What follows belongs to an exercise in optimizing a design on an open flow for small area and a short achievable clock period; a production flow would make more cautious choices.
Only simulation tests tie the RTL to the original design; equivalence was not proved.
Power and IR drop assume default switching activity.

==> 10-28: inputs <==
Design DilatedCausal1DConv, start of the top module:
module DilatedCausal1DConv (
    input clk,
    input reset,
    input wire [127:0] x,
    output wire [127:0] y,
    input h_write,
    input [7:0] h_index_channel,
    input [7:0] h_index_filter,
    input [7:0] h_value
);
make LEC_CHECK=0 CAP_MARGIN=20 CORE_MARGIN=2 CORE_UTILIZATION=40 SETUP_SLACK_MARGIN=2.5 SLEW_MARGIN=20 SYNTH_HIERARCHICAL=1 finish   # period 7.0 ns
run.sh (not shown) runs the stock make flow with config.mk's settings and CLKGATE_MAP_FILE= SYNTH_SCRIPT=/design/flow/synth_recipe.tcl, a recipe that flattens the netlist after the stock synthesis.
==> 10-26 (differences from 10-28) <==
--- a/flow/design.v
+++ b/flow/design.v
@@ -592,44 +592,63 @@
     wire s533, c534;
     dc_fa u534 (.a(c520), .b(s531), .c(c522), .s(s533), .co(c534));
     wire s535, c536;
     dc_fa u536 (.a(c524), .b(s533), .c(c526), .s(s535), .co(c536));
     wire s537 = ~c530;
     wire s538 = ~(s537 ^ c532);
     wire s539 = ~(s538 ^ c534);
     wire s540 = ~(s539 ^ c536);
-    assign r = {s540, s535, ~c528, s527, ~c514, s513, ~c494, s493, ~c468, s467, ~c436, s435, ~c398, s397, ~c358, s357, ~c318, s317, c284, ~s283, ~s253, ~s229, ~s211, ~s199, ~s193};
+    wire pp541, nt542;
+    dc_ha u542 (.a(c284), .b(s317), .s(pp541), .co(nt542));
+    wire pp543, nt544;
+    dc_ha u544 (.a(c318), .b(s357), .s(pp543), .co(nt544));
+    wire pp545, nt546;
+    dc_ha u546 (.a(c358), .b(s397), .s(pp545), .co(nt546));
+    wire pp547, nt548;
+    dc_ha u548 (.a(c398), .b(s435), .s(pp547), .co(nt548));
+    wire pp549, nt550;
+    dc_ha u550 (.a(c436), .b(s467), .s(pp549), .co(nt550));
+    wire pp551, nt552;
+    dc_ha u552 (.a(c468), .b(s493), .s(pp551), .co(nt552));
+    wire pp553, nt554;
+    dc_ha u554 (.a(c494), .b(s513), .s(pp553), .co(nt554));
+    wire pp555, nt556;
+    dc_ha u556 (.a(c514), .b(s527), .s(pp555), .co(nt556));
+    wire pp557, nt558;
+    dc_ha u558 (.a(c528), .b(s535), .s(pp557), .co(nt558));
+    assign r = {s540, nt558, ~pp557, nt556, ~pp555, nt554, ~pp553, nt552, ~pp551, nt550, ~pp549, nt548, ~pp547, nt546, ~pp545, nt544, ~pp543, nt542, pp541, ~s283, ~s253, ~s229, ~s211, ~s199, ~s193};
 endmodule
 module dc_out (
     input  [24:0] r,
     output [7:0] y
 );
-    wire [15:0] ra = {~r[24], r[22], r[20], r[18], r[16], r[14], r[12], r[10], r[8], ~r[6], r[5], r[4], r[3], r[2], r[1], r[0]};
-    wire [15:0] rb = {1'b0, ~r[23], ~r[21], ~r[19], ~r[17], ~r[15], ~r[13], ~r[11], ~r[9], ~r[7], 1'b0, 1'b0, 1'b0, 1'b0, 1'b0, 1'b0};
-    wire [15:0] g = ra & rb;
-    wire [15:0] p = ra ^ rb;
-    wire [15:0] t = ra | rb;
+    wire [15:0] g = {1'b0, (~r[23] & ~~r[22]), (~r[21] & ~~r[20]), (~r[19] & ~~r[18]), (~r[17] & ~~r[16]), (~r[15] & ~~r[14]), (~r[13] & ~~r[12]), (~r[11] & ~~r[10]), (~r[9] & ~~r[8]), (~r[7] & ~r[6]), 1'b0, 1'b0, 1'b0, 1'b0, 1'b0, 1'b0};
+    wire [15:0] p = {~r[24], ~r[22], ~r[20], ~r[18], ~r[16], ~r[14], ~r[12], ~r[10], ~r[8], r[6], r[5], r[4], r[3], r[2], r[1], r[0]};
+    wire [15:0] t = {~r[24], ~r[23], ~r[21], ~r[19], ~r[17], ~r[15], ~r[13], ~r[11], ~r[9], ~r[7], r[5], r[4], r[3], r[2], r[1], r[0]};
     wire [7:0] cy;
+    wire c15, ir;
     assign cy[0] = 1'b0;
     assign cy[1] = (g[0]);
     assign cy[2] = (g[1]) | (g[0] & p[1]);
     assign cy[3] = (g[2]) | (g[1] & p[2]) | (g[0] & p[1] & p[2]);
     assign cy[4] = (g[3]) | (g[2] & p[3]) | (g[1] & p[2] & p[3]) | (g[0] & p[1] & p[2] & p[3]);
     assign cy[5] = (g[4]) | (g[3] & p[4]) | (g[2] & p[3] & p[4]) | (g[1] & p[2] & p[3] & p[4]) | (g[0] & p[1] & p[2] & p[3] & p[4]);
     assign cy[6] = (g[5]) | (g[4] & p[5]) | (g[3] & p[4] & p[5]) | (g[2] & p[3] & p[4] & p[5]) | (g[1] & p[2] & p[3] & p[4] & p[5]) | (g[0] & p[1] & p[2] & p[3] & p[4] & p[5]);
     assign cy[7] = (g[6]) | (g[5] & p[6]) | (g[4] & p[5] & p[6]) | (g[3] & p[4] & p[5] & p[6]) | (g[2] & p[3] & p[4] & p[5] & p[6]) | (g[1] & p[2] & p[3] & p[4] & p[5] & p[6]) | (g[0] & p[1] & p[2] & p[3] & p[4] & p[5] & p[6]);
-    wire [7:0] s8 = p[7:0] ^ cy[7:0];
     wire gh = (g[14]) | (g[13] & p[14]) | (g[12] & p[13] & p[14]) | (g[11] & p[12] & p[13] & p[14]) | (g[10] & p[11] & p[12] & p[13] & p[14]) | (g[9] & p[10] & p[11] & p[12] & p[13] & p[14]) | (g[8] & p[9] & p[10] & p[11] & p[12] & p[13] & p[14]) | (g[7] & p[8] & p[9] & p[10] & p[11] & p[12] & p[13] & p[14]);
     wire ph = &p[14:7];
-    wire sg = p[15] ^ (gh | (ph & cy[7]));
+    assign c15 = gh | (ph & cy[7]);
+    wire c7 = cy[7];
     wire e0 = (p[7] ~^ 1'b0) & (p[8] ~^ t[7]) & (p[9] ~^ t[8]) & (p[10] ~^ t[9]) & (p[11] ~^ t[10]) & (p[12] ~^ t[11]) & (p[13] ~^ t[12]) & (p[14] ~^ t[13]) & (p[15] ~^ t[14]);
     wire e1 = &p[15:7];
     wire e2 = (p[7] ~^ 1'b0) & (p[8] ^ t[7]) & (p[9] ^ g[8]) & (p[10] ^ g[9]) & (p[11] ^ g[10]) & (p[12] ^ g[11]) & (p[13] ^ g[12]) & (p[14] ^ g[13]) & (p[15] ^ g[14]);
-    wire ir = cy[7] ? (e1 | e2) : (e0 | e1);
+    assign ir = c7 ? (e1 | e2) : (e0 | e1);
+    wire [7:0] s8 = p[7:0] ^ cy[7:0];
+    wire sg = p[15] ^ c15;
     assign y = ir ? s8 : {sg, {7{~sg}}};
 endmodule
 module dc_fa (input a, input b, input c, output s, output co);
     assign s = a ^ b ^ c;
     assign co = (a & b) | (a & c) | (b & c);
 endmodule
 module dc_ha (input a, input b, output s, output co);
     assign s = a ^ b;
==> flow/flow/run.sh (new file) <==
#!/bin/bash
set -euo pipefail
export BUFFER_PORTS_ARGS="-buffer_cell sky130_fd_sc_hd__buf_4"
bash standard.sh finish > standard.log 2>&1
==> flow/standard.sh (new file) <==
#!/bin/bash
# synth_recipe.tcl (not shown) runs the flow's synth.tcl, then flattens the netlist and writes it again
# the make line also repeats each setting of config.mk as NAME=value (left out here)
make -C /OpenROAD-flow-scripts/flow DESIGN_CONFIG=/design/flow/config.mk WORK_HOME=/design/flow/orfs CLKGATE_MAP_FILE= SYNTH_SCRIPT=/design/flow/synth_recipe.tcl "${@:-finish}"
Settings changed: SETUP_SLACK_MARGIN 2.5 to unset.
removed: flow/run.sh
==> 02-10 (differences from 10-28) <==
--- a/flow/design.v
+++ b/flow/design.v
@@ -30,17 +30,17 @@
                 if (wr_ok && h_index_channel[3:0] == i && h_index_filter == 8'd0) h[i][7:0]   <= h_value ^ HINV[7:0];
                 if (wr_ok && h_index_channel[3:0] == i && h_index_filter == 8'd1) h[i][15:8]  <= h_value ^ HINV[15:8];
                 if (wr_ok && h_index_channel[3:0] == i && h_index_filter == 8'd2) h[i][23:16] <= h_value ^ HINV[23:16];
             end
         end
     end
     always @(posedge clk or posedge reset) begin
         if (reset) begin
-            for (i = 0; i < 16; i = i + 1) rv[i] <= 25'd0;
+            for (i = 0; i < 16; i = i + 1) rv[i] <= 25'b0000000000000000000111111;
         end else begin
             for (i = 0; i < 16; i = i + 1) rv[i] <= rn[i];
         end
     end
     genvar c;
     generate
         for (c = 0; c < 16; c = c + 1) begin : ch
             dc_mac u_mac (
@@ -592,44 +592,63 @@
     wire s533, c534;
     dc_fa u534 (.a(c520), .b(s531), .c(c522), .s(s533), .co(c534));
     wire s535, c536;
     dc_fa u536 (.a(c524), .b(s533), .c(c526), .s(s535), .co(c536));
     wire s537 = ~c530;
     wire s538 = ~(s537 ^ c532);
     wire s539 = ~(s538 ^ c534);
     wire s540 = ~(s539 ^ c536);
-    assign r = {s540, s535, ~c528, s527, ~c514, s513, ~c494, s493, ~c468, s467, ~c436, s435, ~c398, s397, ~c358, s357, ~c318, s317, c284, ~s283, ~s253, ~s229, ~s211, ~s199, ~s193};
+    wire pp541, nt542;
+    dc_ha u542 (.a(c284), .b(s317), .s(pp541), .co(nt542));
+    wire pp543, nt544;
+    dc_ha u544 (.a(c318), .b(s357), .s(pp543), .co(nt544));
+    wire pp545, nt546;
+    dc_ha u546 (.a(c358), .b(s397), .s(pp545), .co(nt546));
+    wire pp547, nt548;
+    dc_ha u548 (.a(c398), .b(s435), .s(pp547), .co(nt548));
+    wire pp549, nt550;
+    dc_ha u550 (.a(c436), .b(s467), .s(pp549), .co(nt550));
+    wire pp551, nt552;
+    dc_ha u552 (.a(c468), .b(s493), .s(pp551), .co(nt552));
+    wire pp553, nt554;
+    dc_ha u554 (.a(c494), .b(s513), .s(pp553), .co(nt554));
+    wire pp555, nt556;
+    dc_ha u556 (.a(c514), .b(s527), .s(pp555), .co(nt556));
+    wire pp557, nt558;
+    dc_ha u558 (.a(c528), .b(s535), .s(pp557), .co(nt558));
+    assign r = {s540, nt558, ~pp557, nt556, ~pp555, nt554, ~pp553, nt552, ~pp551, nt550, ~pp549, nt548, ~pp547, nt546, ~pp545, nt544, ~pp543, nt542, pp541, s283, s253, s229, s211, s199, s193};
 endmodule
 module dc_out (
     input  [24:0] r,
     output [7:0] y
 );
-    wire [15:0] ra = {~r[24], r[22], r[20], r[18], r[16], r[14], r[12], r[10], r[8], ~r[6], r[5], r[4], r[3], r[2], r[1], r[0]};
-    wire [15:0] rb = {1'b0, ~r[23], ~r[21], ~r[19], ~r[17], ~r[15], ~r[13], ~r[11], ~r[9], ~r[7], 1'b0, 1'b0, 1'b0, 1'b0, 1'b0, 1'b0};
-    wire [15:0] g = ra & rb;
-    wire [15:0] p = ra ^ rb;
-    wire [15:0] t = ra | rb;
+    wire [15:0] g = {1'b0, (~r[23] & ~~r[22]), (~r[21] & ~~r[20]), (~r[19] & ~~r[18]), (~r[17] & ~~r[16]), (~r[15] & ~~r[14]), (~r[13] & ~~r[12]), (~r[11] & ~~r[10]), (~r[9] & ~~r[8]), (~r[7] & ~r[6]), 1'b0, 1'b0, 1'b0, 1'b0, 1'b0, 1'b0};
+    wire [15:0] p = {~r[24], ~r[22], ~r[20], ~r[18], ~r[16], ~r[14], ~r[12], ~r[10], ~r[8], r[6], ~r[5], ~r[4], ~r[3], ~r[2], ~r[1], ~r[0]};
+    wire [15:0] t = {~r[24], ~r[23], ~r[21], ~r[19], ~r[17], ~r[15], ~r[13], ~r[11], ~r[9], ~r[7], ~r[5], ~r[4], ~r[3], ~r[2], ~r[1], ~r[0]};
     wire [7:0] cy;
+    wire c15, ir;
     assign cy[0] = 1'b0;
     assign cy[1] = (g[0]);
     assign cy[2] = (g[1]) | (g[0] & p[1]);
     assign cy[3] = (g[2]) | (g[1] & p[2]) | (g[0] & p[1] & p[2]);
     assign cy[4] = (g[3]) | (g[2] & p[3]) | (g[1] & p[2] & p[3]) | (g[0] & p[1] & p[2] & p[3]);
     assign cy[5] = (g[4]) | (g[3] & p[4]) | (g[2] & p[3] & p[4]) | (g[1] & p[2] & p[3] & p[4]) | (g[0] & p[1] & p[2] & p[3] & p[4]);
     assign cy[6] = (g[5]) | (g[4] & p[5]) | (g[3] & p[4] & p[5]) | (g[2] & p[3] & p[4] & p[5]) | (g[1] & p[2] & p[3] & p[4] & p[5]) | (g[0] & p[1] & p[2] & p[3] & p[4] & p[5]);
     assign cy[7] = (g[6]) | (g[5] & p[6]) | (g[4] & p[5] & p[6]) | (g[3] & p[4] & p[5] & p[6]) | (g[2] & p[3] & p[4] & p[5] & p[6]) | (g[1] & p[2] & p[3] & p[4] & p[5] & p[6]) | (g[0] & p[1] & p[2] & p[3] & p[4] & p[5] & p[6]);
-    wire [7:0] s8 = p[7:0] ^ cy[7:0];
     wire gh = (g[14]) | (g[13] & p[14]) | (g[12] & p[13] & p[14]) | (g[11] & p[12] & p[13] & p[14]) | (g[10] & p[11] & p[12] & p[13] & p[14]) | (g[9] & p[10] & p[11] & p[12] & p[13] & p[14]) | (g[8] & p[9] & p[10] & p[11] & p[12] & p[13] & p[14]) | (g[7] & p[8] & p[9] & p[10] & p[11] & p[12] & p[13] & p[14]);
     wire ph = &p[14:7];
-    wire sg = p[15] ^ (gh | (ph & cy[7]));
+    assign c15 = gh | (ph & cy[7]);
+    wire c7 = cy[7];
     wire e0 = (p[7] ~^ 1'b0) & (p[8] ~^ t[7]) & (p[9] ~^ t[8]) & (p[10] ~^ t[9]) & (p[11] ~^ t[10]) & (p[12] ~^ t[11]) & (p[13] ~^ t[12]) & (p[14] ~^ t[13]) & (p[15] ~^ t[14]);
     wire e1 = &p[15:7];
     wire e2 = (p[7] ~^ 1'b0) & (p[8] ^ t[7]) & (p[9] ^ g[8]) & (p[10] ^ g[9]) & (p[11] ^ g[10]) & (p[12] ^ g[11]) & (p[13] ^ g[12]) & (p[14] ^ g[13]) & (p[15] ^ g[14]);
-    wire ir = cy[7] ? (e1 | e2) : (e0 | e1);
+    assign ir = c7 ? (e1 | e2) : (e0 | e1);
+    wire [7:0] s8 = p[7:0] ^ cy[7:0];
+    wire sg = p[15] ^ c15;
     assign y = ir ? s8 : {sg, {7{~sg}}};
 endmodule
 module dc_fa (input a, input b, input c, output s, output co);
     assign s = a ^ b ^ c;
     assign co = (a & b) | (a & c) | (b & c);
 endmodule
 module dc_ha (input a, input b, output s, output co);
     assign s = a ^ b;
==> flow/flow/run.sh (new file) <==
#!/bin/bash
set -euo pipefail
export BUFFER_PORTS_ARGS="-buffer_cell sky130_fd_sc_hd__buf_4"
bash standard.sh finish > standard.log 2>&1
==> flow/standard.sh (new file) <==
#!/bin/bash
# synth_recipe.tcl (not shown) runs the flow's synth.tcl, then flattens the netlist and writes it again
# the make line also repeats each setting of config.mk as NAME=value (left out here)
make -C /OpenROAD-flow-scripts/flow DESIGN_CONFIG=/design/flow/config.mk WORK_HOME=/design/flow/orfs CLKGATE_MAP_FILE= SYNTH_SCRIPT=/design/flow/synth_recipe.tcl "${@:-finish}"
Settings changed: TNS_END_PERCENT set to 0.
removed: flow/run.sh
==> 02-23 (differences from 10-28) <==
--- a/flow/design.v
+++ b/flow/design.v
@@ -30,17 +30,17 @@
                 if (wr_ok && h_index_channel[3:0] == i && h_index_filter == 8'd0) h[i][7:0]   <= h_value ^ HINV[7:0];
                 if (wr_ok && h_index_channel[3:0] == i && h_index_filter == 8'd1) h[i][15:8]  <= h_value ^ HINV[15:8];
                 if (wr_ok && h_index_channel[3:0] == i && h_index_filter == 8'd2) h[i][23:16] <= h_value ^ HINV[23:16];
             end
         end
     end
     always @(posedge clk or posedge reset) begin
         if (reset) begin
-            for (i = 0; i < 16; i = i + 1) rv[i] <= 25'd0;
+            for (i = 0; i < 16; i = i + 1) rv[i] <= 25'b0000000000000000000111111;
         end else begin
             for (i = 0; i < 16; i = i + 1) rv[i] <= rn[i];
         end
     end
     genvar c;
     generate
         for (c = 0; c < 16; c = c + 1) begin : ch
             dc_mac u_mac (
@@ -592,44 +592,63 @@
     wire s533, c534;
     dc_fa u534 (.a(c520), .b(s531), .c(c522), .s(s533), .co(c534));
     wire s535, c536;
     dc_fa u536 (.a(c524), .b(s533), .c(c526), .s(s535), .co(c536));
     wire s537 = ~c530;
     wire s538 = ~(s537 ^ c532);
     wire s539 = ~(s538 ^ c534);
     wire s540 = ~(s539 ^ c536);
-    assign r = {s540, s535, ~c528, s527, ~c514, s513, ~c494, s493, ~c468, s467, ~c436, s435, ~c398, s397, ~c358, s357, ~c318, s317, c284, ~s283, ~s253, ~s229, ~s211, ~s199, ~s193};
+    wire pp541, nt542;
+    dc_ha u542 (.a(c284), .b(s317), .s(pp541), .co(nt542));
+    wire pp543, nt544;
+    dc_ha u544 (.a(c318), .b(s357), .s(pp543), .co(nt544));
+    wire pp545, nt546;
+    dc_ha u546 (.a(c358), .b(s397), .s(pp545), .co(nt546));
+    wire pp547, nt548;
+    dc_ha u548 (.a(c398), .b(s435), .s(pp547), .co(nt548));
+    wire pp549, nt550;
+    dc_ha u550 (.a(c436), .b(s467), .s(pp549), .co(nt550));
+    wire pp551, nt552;
+    dc_ha u552 (.a(c468), .b(s493), .s(pp551), .co(nt552));
+    wire pp553, nt554;
+    dc_ha u554 (.a(c494), .b(s513), .s(pp553), .co(nt554));
+    wire pp555, nt556;
+    dc_ha u556 (.a(c514), .b(s527), .s(pp555), .co(nt556));
+    wire pp557, nt558;
+    dc_ha u558 (.a(c528), .b(s535), .s(pp557), .co(nt558));
+    assign r = {s540, nt558, ~pp557, nt556, ~pp555, nt554, ~pp553, nt552, ~pp551, nt550, ~pp549, nt548, ~pp547, nt546, ~pp545, nt544, ~pp543, nt542, pp541, s283, s253, s229, s211, s199, s193};
 endmodule
 module dc_out (
     input  [24:0] r,
     output [7:0] y
 );
-    wire [15:0] ra = {~r[24], r[22], r[20], r[18], r[16], r[14], r[12], r[10], r[8], ~r[6], r[5], r[4], r[3], r[2], r[1], r[0]};
-    wire [15:0] rb = {1'b0, ~r[23], ~r[21], ~r[19], ~r[17], ~r[15], ~r[13], ~r[11], ~r[9], ~r[7], 1'b0, 1'b0, 1'b0, 1'b0, 1'b0, 1'b0};
-    wire [15:0] g = ra & rb;
-    wire [15:0] p = ra ^ rb;
-    wire [15:0] t = ra | rb;
+    wire [15:0] g = {1'b0, (~r[23] & ~~r[22]), (~r[21] & ~~r[20]), (~r[19] & ~~r[18]), (~r[17] & ~~r[16]), (~r[15] & ~~r[14]), (~r[13] & ~~r[12]), (~r[11] & ~~r[10]), (~r[9] & ~~r[8]), (~r[7] & ~r[6]), 1'b0, 1'b0, 1'b0, 1'b0, 1'b0, 1'b0};
+    wire [15:0] p = {~r[24], ~r[22], ~r[20], ~r[18], ~r[16], ~r[14], ~r[12], ~r[10], ~r[8], r[6], ~r[5], ~r[4], ~r[3], ~r[2], ~r[1], ~r[0]};
+    wire [15:0] t = {~r[24], ~r[23], ~r[21], ~r[19], ~r[17], ~r[15], ~r[13], ~r[11], ~r[9], ~r[7], ~r[5], ~r[4], ~r[3], ~r[2], ~r[1], ~r[0]};
     wire [7:0] cy;
+    wire c15, ir;
     assign cy[0] = 1'b0;
     assign cy[1] = (g[0]);
     assign cy[2] = (g[1]) | (g[0] & p[1]);
     assign cy[3] = (g[2]) | (g[1] & p[2]) | (g[0] & p[1] & p[2]);
     assign cy[4] = (g[3]) | (g[2] & p[3]) | (g[1] & p[2] & p[3]) | (g[0] & p[1] & p[2] & p[3]);
     assign cy[5] = (g[4]) | (g[3] & p[4]) | (g[2] & p[3] & p[4]) | (g[1] & p[2] & p[3] & p[4]) | (g[0] & p[1] & p[2] & p[3] & p[4]);
     assign cy[6] = (g[5]) | (g[4] & p[5]) | (g[3] & p[4] & p[5]) | (g[2] & p[3] & p[4] & p[5]) | (g[1] & p[2] & p[3] & p[4] & p[5]) | (g[0] & p[1] & p[2] & p[3] & p[4] & p[5]);
     assign cy[7] = (g[6]) | (g[5] & p[6]) | (g[4] & p[5] & p[6]) | (g[3] & p[4] & p[5] & p[6]) | (g[2] & p[3] & p[4] & p[5] & p[6]) | (g[1] & p[2] & p[3] & p[4] & p[5] & p[6]) | (g[0] & p[1] & p[2] & p[3] & p[4] & p[5] & p[6]);
-    wire [7:0] s8 = p[7:0] ^ cy[7:0];
     wire gh = (g[14]) | (g[13] & p[14]) | (g[12] & p[13] & p[14]) | (g[11] & p[12] & p[13] & p[14]) | (g[10] & p[11] & p[12] & p[13] & p[14]) | (g[9] & p[10] & p[11] & p[12] & p[13] & p[14]) | (g[8] & p[9] & p[10] & p[11] & p[12] & p[13] & p[14]) | (g[7] & p[8] & p[9] & p[10] & p[11] & p[12] & p[13] & p[14]);
     wire ph = &p[14:7];
-    wire sg = p[15] ^ (gh | (ph & cy[7]));
+    assign c15 = gh | (ph & cy[7]);
+    wire c7 = cy[7];
     wire e0 = (p[7] ~^ 1'b0) & (p[8] ~^ t[7]) & (p[9] ~^ t[8]) & (p[10] ~^ t[9]) & (p[11] ~^ t[10]) & (p[12] ~^ t[11]) & (p[13] ~^ t[12]) & (p[14] ~^ t[13]) & (p[15] ~^ t[14]);
     wire e1 = &p[15:7];
     wire e2 = (p[7] ~^ 1'b0) & (p[8] ^ t[7]) & (p[9] ^ g[8]) & (p[10] ^ g[9]) & (p[11] ^ g[10]) & (p[12] ^ g[11]) & (p[13] ^ g[12]) & (p[14] ^ g[13]) & (p[15] ^ g[14]);
-    wire ir = cy[7] ? (e1 | e2) : (e0 | e1);
+    assign ir = c7 ? (e1 | e2) : (e0 | e1);
+    wire [7:0] s8 = p[7:0] ^ cy[7:0];
+    wire sg = p[15] ^ c15;
     assign y = ir ? s8 : {sg, {7{~sg}}};
 endmodule
 module dc_fa (input a, input b, input c, output s, output co);
     assign s = a ^ b ^ c;
     assign co = (a & b) | (a & c) | (b & c);
 endmodule
 module dc_ha (input a, input b, output s, output co);
     assign s = a ^ b;
==> flow/flow/run.sh (new file) <==
#!/bin/bash
set -euo pipefail
export BUFFER_PORTS_ARGS="-buffer_cell sky130_fd_sc_hd__buf_2"
bash standard.sh finish > standard.log 2>&1
==> flow/standard.sh (new file) <==
#!/bin/bash
# synth_recipe.tcl (not shown) runs the flow's synth.tcl, then flattens the netlist and writes it again
# the make line also repeats each setting of config.mk as NAME=value (left out here)
make -C /OpenROAD-flow-scripts/flow DESIGN_CONFIG=/design/flow/config.mk WORK_HOME=/design/flow/orfs CLKGATE_MAP_FILE= SYNTH_SCRIPT=/design/flow/synth_recipe.tcl "${@:-finish}"
Settings changed: CORE_UTILIZATION 40 to 62, PLACE_DENSITY set to 0.72, TNS_END_PERCENT set to 0.
removed: flow/run.sh
==> comparison <==
02-10 produced a clean layout. 10-28 finished but fails on antenna violations. 02-23 passed the timing, design-rule and antenna checks. 10-26 ran to the end with no violations.
Combinational power: 02-10 is smaller than 10-26 (about 1%).
Of 10-28 and 02-23, 10-28 has the higher critical path depth (gap 2).
Sequential share of layout area: 02-23 > 02-10 > 10-26 > 10-28.
The lowest utilization belongs to 10-26, the highest to 02-23.

## static timing again, ports no longer ideal
No port has a modelled driver above. Below, the same layouts with a new extraction and two added sets of constraints. Step 1 (the two cells are an assumption about what drives the block):
set clk [get_ports {clk}]
set_driving_cell -lib_cell sky130_fd_sc_hd__clkbuf_16 $clk
set_driving_cell -lib_cell sky130_fd_sc_hd__buf_2 [delete_from_list [all_inputs] $clk]
Step 2 also shifts input and output timing later by t, the mid clock arrival at the registers, as if the neighbouring blocks saw the same clock. Three values: ideal ports, drivers, drivers and shift; two values: the first two.
run | t, ns | setup WS [ns] | worst setup path after step 2
10-28 | 0.941 | 2.179 / 2.083 / 2.602 | input to register
10-26 | 0.943 | 2.273 / 2.170 / 2.127 | input to register
02-10 | 0.940 | 2.491 / 2.420 / 2.491 | register to register
02-23 | 0.911 | 2.460 / 2.400 / 2.460 | register to register
The setup slack of 10-26, which loses most, moves by -0.103 ns with the drivers and by -0.146 ns with both steps.
